Source: an optimization exercise on an open RTL-to-GDS flow (aim: small area). Production flows keep margins and buffers that such runs may drop.
The RTL was checked by simulation tests, not by an equivalence proof against the original design.
Power figures rest on the tool's default switching activity, not on a simulated workload.

==> flow/design.v (excerpt) <==
module OpdDemodulator (
    input logic clk,
    input logic reset,
    input logic tick_i,
    input logic signed [23:0] ref_i,   
    input logic signed [23:0] sig_i,   
    output logic signed [23:0] x_o,
    output logic signed [23:0] y_o,
    output logic signed [31:0] phi_o,
    output logic signed [24:0] r_o,
    output logic done_o
);
  localparam int W = 29;
  function automatic logic [2:0] ldig(input logic [4:0] k, input logic [3:0] j);
    case ({k, j})
      {5'd0, 4'd2}: ldig = 3'b010;
      {5'd0, 4'd3}: ldig = 3'b111;
      {5'd0, 4'd4}: ldig = 3'b010;
      {5'd1, 4'd0}: ldig = 3'b010;
      {5'd1, 4'd1}: ldig = 3'b110;
      {5'd1, 4'd2}: ldig = 3'b011;
      {5'd1, 4'd4}: ldig = 3'b110;
      {5'd1, 4'd5}: ldig = 3'b010;
      {5'd2, 4'd0}: ldig = 3'b010;
      {5'd2, 4'd4}: ldig = 3'b111;
      {5'd2, 4'd5}: ldig = 3'b110;
      {5'd2, 4'd6}: ldig = 3'b010;
      {5'd3, 4'd0}: ldig = 3'b010;
      {5'd3, 4'd3}: ldig = 3'b111;
      {5'd3, 4'd5}: ldig = 3'b011;
      {5'd3, 4'd6}: ldig = 3'b010;
      {5'd4, 4'd0}: ldig = 3'b110;
      {5'd4, 4'd1}: ldig = 3'b011;
      {5'd4, 4'd2}: ldig = 3'b010;
      {5'd4, 4'd3}: ldig = 3'b010;
      {5'd4, 4'd4}: ldig = 3'b110;
      {5'd4, 4'd5}: ldig = 3'b110;
      {5'd4, 4'd6}: ldig = 3'b110;
      {5'd4, 4'd7}: ldig = 3'b010;
      {5'd5, 4'd0}: ldig = 3'b110;
      {5'd5, 4'd2}: ldig = 3'b110;
      {5'd5, 4'd3}: ldig = 3'b011;
  ...
==> flow/config.mk <==
export PLATFORM = sky130hd
export DESIGN_NAME = OpdDemodulator
export DESIGN_NICKNAME = OpdDemodulator
export VERILOG_FILES = /design/flow/design.v
export SDC_FILE = /design/flow/constraint.sdc
export NUM_CORES = 4
export LEC_CHECK = 0
export CAP_MARGIN = 20
export CORE_MARGIN = 2
export CORE_UTILIZATION = 60
export CTS_BUF_LIST = sky130_fd_sc_hd__clkbuf_8
export CTS_CLUSTER_DIAMETER = 45
export CTS_CLUSTER_SIZE = 18
export PLACE_DENSITY = 0.7
export SLEW_MARGIN = 20
export CTS_ARGS = -sink_clustering_enable -repair_clock_nets -sink_clustering_size 18 -sink_clustering_max_diameter 45 -buf_list sky130_fd_sc_hd__clkbuf_8 -dont_use_dummy_load
export BUFFER_PORTS_ARGS = -buffer_cell sky130_fd_sc_hd__buf_1
==> flow/constraint.sdc <==
create_clock -name core_clock -period 15.0 [get_ports {clk}]
set_input_delay 3.0000 -clock core_clock [delete_from_list [all_inputs] [get_ports {clk}]]
set_output_delay 3.0000 -clock core_clock [all_outputs]
set_load 0.01 [all_outputs]
standard.sh (not shown) runs the stock make flow with config.mk's settings and CLKGATE_MAP_FILE= SYNTH_SCRIPT=/design/flow/synth_recipe.tcl, a recipe that flattens the netlist after the stock synthesis.
==> flow/flow/run.sh <==
#!/bin/bash
# Own layout flow: the standard layout (standard.sh, standard synthesis included) with two
# changes to how the layout is made:
#  - the clock tree is built without dummy balancing loads (CTS -dont_use_dummy_load), with the
#    same sink clustering and buffer list as config.mk asks for;
#  - the port buffers that the standard flow puts on every input and output are buf_1 cells.
# make's full output goes to standard.log here; ORFS keeps each step's log under orfs/logs.
set -euo pipefail
cd "$(dirname "$0")/.."
cat >> config.mk <<'EOT'
export CTS_ARGS = -sink_clustering_enable -repair_clock_nets -sink_clustering_size 18 -sink_clustering_max_diameter 45 -buf_list sky130_fd_sc_hd__clkbuf_8 -dont_use_dummy_load
export BUFFER_PORTS_ARGS = -buffer_cell sky130_fd_sc_hd__buf_1
EOT
bash standard.sh finish > standard.log 2>&1
Next try:
ABC_AREA = 1   (was default)
CORE_UTILIZATION = 65   (was 60)
PLACE_DENSITY = 0.75   (was 0.7)
Result: Register-to-register slack stays flat; final cell count climbs by 7.2%; via count climbs by 7.7%.
Next try:
CORE_UTILIZATION = 70   (was 65)
PLACE_DENSITY = 0.8   (was 0.75)
After rerunning: The new run completed without violations. Area after synthesis does not change. Clock power hardly moves. Utilization grows by 5.1 points.

* * *

branch amber:
Another version of the RTL of OpdDemodulator (not shown whole).
For scale: ~6000 cells after synthesis, roughly 74000 sq um of cells after synthesis.
Settings: LEC_CHECK=0, ABC_AREA=1, CAP_MARGIN=20, CORE_MARGIN=2, CORE_UTILIZATION=60, CTS_BUF_LIST=sky130_fd_sc_hd__clkbuf_8, CTS_CLUSTER_DIAMETER=45, CTS_CLUSTER_SIZE=18, PLACE_DENSITY=0.7, SLEW_MARGIN=20, CTS_ARGS=-sink_clustering_enable -repair_clock_nets -sink_clustering_size 18 -sink_clustering_max_diameter 45 -buf_list sky130_fd_sc_hd__clkbuf_8 -dont_use_dummy_load, BUFFER_PORTS_ARGS=-buffer_cell sky130_fd_sc_hd__buf_1; clock period 15.0 ns.
Scripts as last shown in full above: flow/flow/run.sh
branch amber finished every step from synthesis to the final layout, and the layout passed the timing, DRC and antenna checks.
--- input diff branch amber..branch nickel ---
--- a/flow/config.mk
+++ b/flow/config.mk
@@ -8 +7,0 @@
-export ABC_AREA = 1
The lower data required time at the worst endpoint of branch nickel and branch amber is in branch amber. Multi-input combinational cell count in branch nickel vs branch amber: down 501. branch nickel ends up with a clock power share that is 0.7 points lower than in branch amber. Clock network latency to the later pin of the worst-skew pair: branch nickel vs branch amber — no meaningful difference. Compared with branch amber, in branch nickel count of fill cells added during filler insertion now sits at about the same level, fraction of area in registers did not really move. Detailed route, branch nickel vs branch amber: via total lower for branch nickel. branch nickel reports a lower clock period minus worst slack than branch amber does. Non-clock buffer count: branch nickel vs branch amber down about 8%. Looking at wire length of the first global-routing pass, branch nickel sits 7.5% below branch amber.

* * *

RTL: one of the versions met above, not the one the previous note started from.
For scale: roughly 6000 cells after synthesis, roughly 2900 flip-flops, about 160 I/O pins.
Settings: LEC_CHECK=0, ABC_AREA=1, CAP_MARGIN=20, CORE_MARGIN=2, CORE_UTILIZATION=60, CTS_BUF_LIST=sky130_fd_sc_hd__clkbuf_8, CTS_CLUSTER_DIAMETER=45, CTS_CLUSTER_SIZE=20, PLACE_DENSITY=0.7, SLEW_MARGIN=20, CTS_ARGS=-sink_clustering_enable -repair_clock_nets -sink_clustering_size 20 -sink_clustering_max_diameter 45 -buf_list sky130_fd_sc_hd__clkbuf_8 -dont_use_dummy_load, BUFFER_PORTS_ARGS=-buffer_cell sky130_fd_sc_hd__buf_1; clock period 15.0 ns.
==> flow/flow/run.sh <==
#!/bin/bash
# Own layout flow: the standard layout (standard.sh, standard synthesis included) with two
# changes to how the layout is made:
#  - the clock tree is built without dummy balancing loads (CTS -dont_use_dummy_load), with the
#    same sink clustering and buffer list as config.mk asks for;
#  - the port buffers that the standard flow puts on every input and output are buf_1 cells.
# make's full output goes to standard.log here; ORFS keeps each step's log under orfs/logs.
set -euo pipefail
cd "$(dirname "$0")/.."
cat >> config.mk <<'EOT'
export CTS_ARGS = -sink_clustering_enable -repair_clock_nets -sink_clustering_size 20 -sink_clustering_max_diameter 45 -buf_list sky130_fd_sc_hd__clkbuf_8 -dont_use_dummy_load
export BUFFER_PORTS_ARGS = -buffer_cell sky130_fd_sc_hd__buf_1
EOT
bash standard.sh finish > standard.log 2>&1
The baseline passed the timing, DRC and antenna checks.
Next try:
--- a/flow/flow/run.sh
+++ b/flow/flow/run.sh
@@ -9,5 +9,5 @@
 cd "$(dirname "$0")/.."
 cat >> config.mk <<'EOT'
-export CTS_ARGS = -sink_clustering_enable -repair_clock_nets -sink_clustering_size 20 -sink_clustering_max_diameter 45 -buf_list sky130_fd_sc_hd__clkbuf_8 -dont_use_dummy_load
+export CTS_ARGS = -sink_clustering_enable -repair_clock_nets -sink_clustering_size 18 -sink_clustering_max_diameter 45 -buf_list sky130_fd_sc_hd__clkbuf_8 -dont_use_dummy_load
 export BUFFER_PORTS_ARGS = -buffer_cell sky130_fd_sc_hd__buf_1
 EOT
ABC_AREA = default   (was 1)
CORE_UTILIZATION = 70   (was 60)
CTS_ARGS = -sink_clustering_enable -repair_clock_nets -sink_clustering_size 18 -sink_clustering_max_diameter 45 -buf_list sky130_fd_sc_hd__clkbuf_8 -dont_use_dummy_load   (was -sink_clustering_enable -repair_clock_nets -sink_clustering_size 20 -sink_clustering_max_diameter 45 -buf_list sky130_fd_sc_hd__clkbuf_8 -dont_use_dummy_load)
CTS_CLUSTER_SIZE = 18   (was 20)
PLACE_DENSITY = 0.8   (was 0.7)
Effect: The new run ran to the end with no violations. Setup slack is worse by 310 ps. Cell area increases by 0.55%. Maximum frequency decreases by 2.1%. Via count decreases by 3.9%. Count of clock-buffer cells in the layout increases by 6. Synthesized cell count decreases by about 11%. Die area decreases by 13%. Power decreases by 1.0%. Hold slack is better by 15 ps.

==> static timing again, ports no longer ideal <==
The flow's constraints put no driver on any port. The routed layouts listed below were extracted and timed again, unchanged, in two steps. Step 1, drivers: a clkbuf_16 drives clk and a buf_2 each remaining input, both assumed. Step 2 adds t to the input delays and takes it off the output delays; t is the mean of the earliest and latest rising clock arrival at the registers after step 1. Input paths then give back, and output paths get back, about the clock's delay inside the block. a / b / c = ideal / step 1 / step 2; a / b = the first two.
| run | shift t [ns] | slack for setup (ns) | worst hold slack (ns) |
|---|---|---|---|
| the first run of note 1 | 0.961 | 0.585 / 0.585 / 0.585 | 0.260 / 0.260 / 0.260 |
| the second run of note 1 | 0.937 | 0.592 / 0.592 / 0.592 | 0.269 / 0.269 / 0.269 |
| the third run of note 1 | 0.946 | 0.692 / 0.692 / 0.692 | 0.269 / 0.269 / 0.269 |
| branch amber | 0.953 | 0.511 / 0.511 / 0.511 | 0.250 / 0.250 / 0.250 |
| branch nickel | 0.950 | 0.568 / 0.568 / 0.568 | 0.237 / 0.237 / 0.237 |
| the first run of note 3 | 0.952 | 0.724 / 0.724 / 0.724 | 0.272 / 0.272 / 0.272 |
| the second run of note 3 | 0.960 | 0.412 / 0.412 / 0.412 | 0.287 / 0.287 / 0.287 |
After both steps every run listed still meets setup and hold.
